What follows belongs to an exercise in optimizing a design on an open flow for small area and a short achievable clock period; a production flow would make more cautious choices. RTL that was checked went through simulation tests only; none was proved equivalent to the original. Power is estimated from default activity; no workload was simulated.

==> flow/design.v (excerpt) <==
module top (
  input  logic        clk,
  input  logic        rst_n,
  input  logic [15:0] setpoint,
  input  logic [15:0] feedback,
  input  logic [15:0] Kp,
  input  logic [15:0] Ki,
  input  logic [15:0] Kd,
  input  logic [15:0] clk_prescaler,
  output logic [15:0] control_signal
);
For scale: ~1400 cells after synthesis, ~110 I/O pins, roughly 16000 um^2 of cells after synthesis.
Settings: LEC_CHECK=0, CAP_MARGIN=20, CORE_MARGIN=2, CORE_UTILIZATION=40, CTS_BUF_LIST=sky130_fd_sc_hd__clkbuf_4 sky130_fd_sc_hd__clkbuf_8, CTS_CLUSTER_SIZE=40, SETUP_SLACK_MARGIN=5, SLEW_MARGIN=20, SYNTH_HIERARCHICAL=1, SYNTH_MINIMUM_KEEP_SIZE=0; clock period 12.5 ns.
standard.sh (not shown) runs the stock make flow with config.mk's settings and CLKGATE_MAP_FILE= SYNTH_SCRIPT=/design/flow/synth_recipe.tcl, a recipe that flattens the netlist after the stock synthesis.
==> flow/flow/run.sh <==
#!/bin/bash
# The standard layout, with the port buffers made of plain buf_1 cells
# instead of the delay buffers buffer_ports picks on its own, and a larger
# setup margin for timing repair.
set -euo pipefail
export BUFFER_PORTS_ARGS="-buffer_cell sky130_fd_sc_hd__buf_1"
bash standard.sh SETUP_SLACK_MARGIN=7.0 finish > standard.log 2>&1
The baseline produced a clean layout.
==> next run, changes <==
--- a/flow/flow/run.sh
+++ b/flow/flow/run.sh
@@ -7 +7 @@
-bash standard.sh SETUP_SLACK_MARGIN=7.0 finish > standard.log 2>&1
+bash standard.sh SETUP_SLACK_MARGIN=6.5 finish > standard.log 2>&1
- CTS_BUF_LIST: sky130_fd_sc_hd__clkbuf_4 sky130_fd_sc_hd__clkbuf_8 -> not set
- CTS_CLUSTER_SIZE: 40 -> not set
The new run ran to the end with no violations.
Power came out lower by 8.6%.
Final cell count came out lower by 2.4%.
Synthesized area does not change.
First-iteration DRC count came out lower by 20%.
Routed wire length came out lower by 6.4%.
Sequential power hardly moves.
Sequential share of layout area came out higher by 0.92 points.
Worst hold slack is worse by 12 ps.
Cell area came out lower by 5.8%.
Clock power came out higher by 38%.
Global-route usage came out lower by 0.92 points.
Function was not checked in any run of this note: the RTL went through the layout flow alone.

* * *

Another version of the RTL of top (not shown whole).
For scale: roughly 1900 cells after synthesis, ~110 I/O pins, about 16000 sq um of cells after synthesis.
clock: 12.5 ns
lec_check: 0
abc_area: 1
cap_margin: 20
core_margin: 2
core_utilization: 40
setup_slack_margin: 5
slew_margin: 20
synth_hierarchical: 1
synth_minimum_keep_size: 0
==> flow/flow/run.sh <==
#!/bin/bash
# The standard layout, with the port buffers made of plain buf_2 cells
# instead of the delay buffers buffer_ports picks on its own.
set -euo pipefail
export BUFFER_PORTS_ARGS="-buffer_cell sky130_fd_sc_hd__buf_2"
bash standard.sh finish > standard.log 2>&1
Then changed:
==> flow/run.sh (new file) <==
#!/bin/bash
# synth_recipe.tcl (not shown) runs the flow's synth.tcl, then flattens the netlist and writes it again
# the make line also repeats each setting of config.mk as NAME=value (left out here)
make -C /OpenROAD-flow-scripts/flow DESIGN_CONFIG=/design/flow/config.mk WORK_HOME=/design/flow/orfs CLKGATE_MAP_FILE= SYNTH_SCRIPT=/design/flow/synth_recipe.tcl finish
removed: flow/flow/run.sh
removed: flow/standard.sh
Result:
- The new run ran to the end with no violations
- first-iteration DRC count falls by a quarter to a third
- worst setup slack gets better by 0.033 ns
- cell area rises by a few percent
- wire length falls slightly
- area after synthesis does not change
- utilization rises by 2.4 points
- sequential power hardly moves
Then changed:
==> flow/flow/run.sh (new file) <==
#!/bin/bash
# The standard layout, with the port buffers made of plain buf_1 cells
# instead of the delay buffers buffer_ports picks on its own, and a larger
# setup margin for timing repair.
set -euo pipefail
export BUFFER_PORTS_ARGS="-buffer_cell sky130_fd_sc_hd__buf_1"
bash standard.sh SETUP_SLACK_MARGIN=6.5 finish > standard.log 2>&1
==> flow/standard.sh (new file) <==
#!/bin/bash
# synth_recipe.tcl (not shown) runs the flow's synth.tcl, then flattens the netlist and writes it again
# the make line also repeats each setting of config.mk as NAME=value (left out here)
make -C /OpenROAD-flow-scripts/flow DESIGN_CONFIG=/design/flow/config.mk WORK_HOME=/design/flow/orfs CLKGATE_MAP_FILE= SYNTH_SCRIPT=/design/flow/synth_recipe.tcl "${@:-finish}"
--- a/flow/config.mk
+++ b/flow/config.mk
@@ -10,3 +10,3 @@
 export CORE_MARGIN = 2
-export CORE_UTILIZATION = 40
+export CORE_UTILIZATION = 55
 export SETUP_SLACK_MARGIN = 5
removed: flow/run.sh
Result:
- power came out higher slightly
- area after synthesis is unchanged
- setup slack improved by 0.89 ns
- synthesized cell count stays the same
- final area went up by a few percent
- final cell count drops by a few percent
- register-to-register slack gains 0.09 ns
- worst hold slack stays flat
- core utilization increases by 21 points
- critical path depth is higher by 2
- sequential cell count does not change
Then changed:
==> flow/flow/run.sh (replaced) <==
#!/bin/bash
# The standard layout, with the port buffers made of plain buf_1 cells
# instead of the delay buffers buffer_ports picks on its own, and power
# recovery (downsizing of cells off the critical paths) after global routing.
set -euo pipefail
export BUFFER_PORTS_ARGS="-buffer_cell sky130_fd_sc_hd__buf_1"
export RECOVER_POWER=100
bash standard.sh finish > standard.log 2>&1
--- a/flow/config.mk
+++ b/flow/config.mk
@@ -10,3 +10,3 @@
 export CORE_MARGIN = 2
-export CORE_UTILIZATION = 55
+export CORE_UTILIZATION = 40
 export SETUP_SLACK_MARGIN = 5
Result: Now the flow produced a layout that fails on max-capacitance violations, max-slew violations; utilization is lower by 24 points; setup slack degrades by 2.3 ns; sequential share of layout area is higher by 1.6 points.

* * *

top, a different RTL version from the one above (not shown whole).
For scale: about 1300 cells after synthesis, roughly 120 flip-flops, roughly 110 I/O pins, roughly 0.015 mm² of cells after synthesis.
## top
module top (
  input  logic        clk,
  input  logic        rst_n,
  input  logic [15:0] setpoint,
  input  logic [15:0] feedback,
  input  logic [15:0] Kp,
  input  logic [15:0] Ki,
  input  logic [15:0] Kd,
  input  logic [15:0] clk_prescaler,
  output logic [15:0] control_signal
);
  pid_controller u_dut (
    .clk(clk),
    .rst_n(rst_n),
    .setpoint(setpoint),
    .feedback(feedback),
    .Kp(Kp),
    .Ki(Ki),
    .Kd(Kd),
    .clk_prescaler(clk_prescaler),
    .control_signal(control_signal)
  );
endmodule
Settings: LEC_CHECK=0, CAP_MARGIN=20, CORE_MARGIN=2, CORE_UTILIZATION=40, SETUP_SLACK_MARGIN=5, SLEW_MARGIN=20, SYNTH_HIERARCHICAL=1, SYNTH_MINIMUM_KEEP_SIZE=0; clock period 12.5 ns.
==> flow/flow/run.sh <==
#!/bin/bash
# The standard layout, with the port buffers made of plain buf_1 cells
# instead of the delay buffers buffer_ports picks on its own, and a larger
# setup margin for timing repair.
set -euo pipefail
export BUFFER_PORTS_ARGS="-buffer_cell sky130_fd_sc_hd__buf_1"
bash standard.sh SETUP_SLACK_MARGIN=6.5 finish > standard.log 2>&1
The starting point finished clean.
Edit:
--- a/flow/config.mk
+++ b/flow/config.mk
@@ -8,5 +8,5 @@
 export CAP_MARGIN = 20
 export CORE_MARGIN = 2
-export CORE_UTILIZATION = 40
+export CORE_UTILIZATION = 30
 export SETUP_SLACK_MARGIN = 5
 export SLEW_MARGIN = 20
Outcome: The changed run finished clean. Total power rises by 1.4%. Maximum frequency drops by 1.5%. Register-to-register slack gets worse by 0.10 ns. Core utilization came out lower by 12 points. Setup slack is worse by 0.092 ns. Clock power fell by about 1%. Routed wire length grows by 5.1%.
Edit:
--- a/flow/config.mk
+++ b/flow/config.mk
@@ -8,5 +8,7 @@
 export CAP_MARGIN = 20
 export CORE_MARGIN = 2
-export CORE_UTILIZATION = 30
+export CORE_UTILIZATION = 40
+export CTS_BUF_LIST = sky130_fd_sc_hd__clkbuf_4 sky130_fd_sc_hd__clkbuf_8
+export CTS_CLUSTER_SIZE = 40
 export SETUP_SLACK_MARGIN = 5
 export SLEW_MARGIN = 20
Result: The new run went through all stages and came out clean; power drops by 4.3%; combinational power drops by about 2%; worst hold slack barely changes; synthesized area does not change; sequential power climbs by about 0.6%; final cell count drops by 7.6%; utilization climbs by 11 points; global-route usage climbs by 5.0 points; routed wire length drops by 4.8%.

==> what the ideal ports hide <==
The results above use ideal ports. As a check the final layouts listed here were re-extracted and re-timed, cells and wires unchanged. Step 1: set_driving_cell puts a clkbuf_16 on clk and a buf_2 on each other input, an assumption about the parent block. Step 2 moves the port delays by t, midway between the first and last clock arrival at a register: inputs arrive t later, outputs are due t later. That takes back most of the time a late clock gives input paths. Slacks: ideal / step 1 / step 2; pairs: ideal / step 1.
run	t (ns)	slack for setup (ns)	hold WS [ns]	clock arrival spread, ns	worst register clock-pin slew, ns
the first run of note 1	0.500	6.677 / 6.685 / 6.185	0.508 / 0.508 / 0.508	0.018 / 0.019	0.09 / 0.09
the second run of note 1	0.478	6.554 / 6.581 / 6.103	0.496 / 0.496 / 0.496	0.010 / 0.011	0.07 / 0.07
the first run of note 2	0.410	5.181 / 5.214 / 4.804	0.485 / 0.485 / 0.485	0.009 / 0.009	0.08 / 0.08
the second run of note 2	0.410	5.214 / 5.234 / 4.824	0.493 / 0.493 / 0.493	0.020 / 0.020	0.09 / 0.09
the third run of note 2	0.410	6.099 / 6.083 / 5.673	0.495 / 0.495 / 0.495	0.019 / 0.018	0.09 / 0.09
the fourth run of note 2	0.415	3.770 / 3.798 / 3.382	0.491 / 0.491 / 0.491	0.015 / 0.015	0.09 / 0.09
the first run of note 3	0.485	6.486 / 6.505 / 6.020	0.477 / 0.477 / 0.477	0.016 / 0.017	0.07 / 0.07
the second run of note 3	0.478	6.394 / 6.421 / 5.943	0.481 / 0.481 / 0.481	0.016 / 0.016	0.07 / 0.07
the third run of note 3	0.514	6.445 / 6.469 / 5.955	0.481 / 0.481 / 0.481	0.024 / 0.025	0.10 / 0.10
The setup slack of the first run of note 1, which loses most, moves by +0.008 ns with the drivers and by -0.492 ns with both steps.
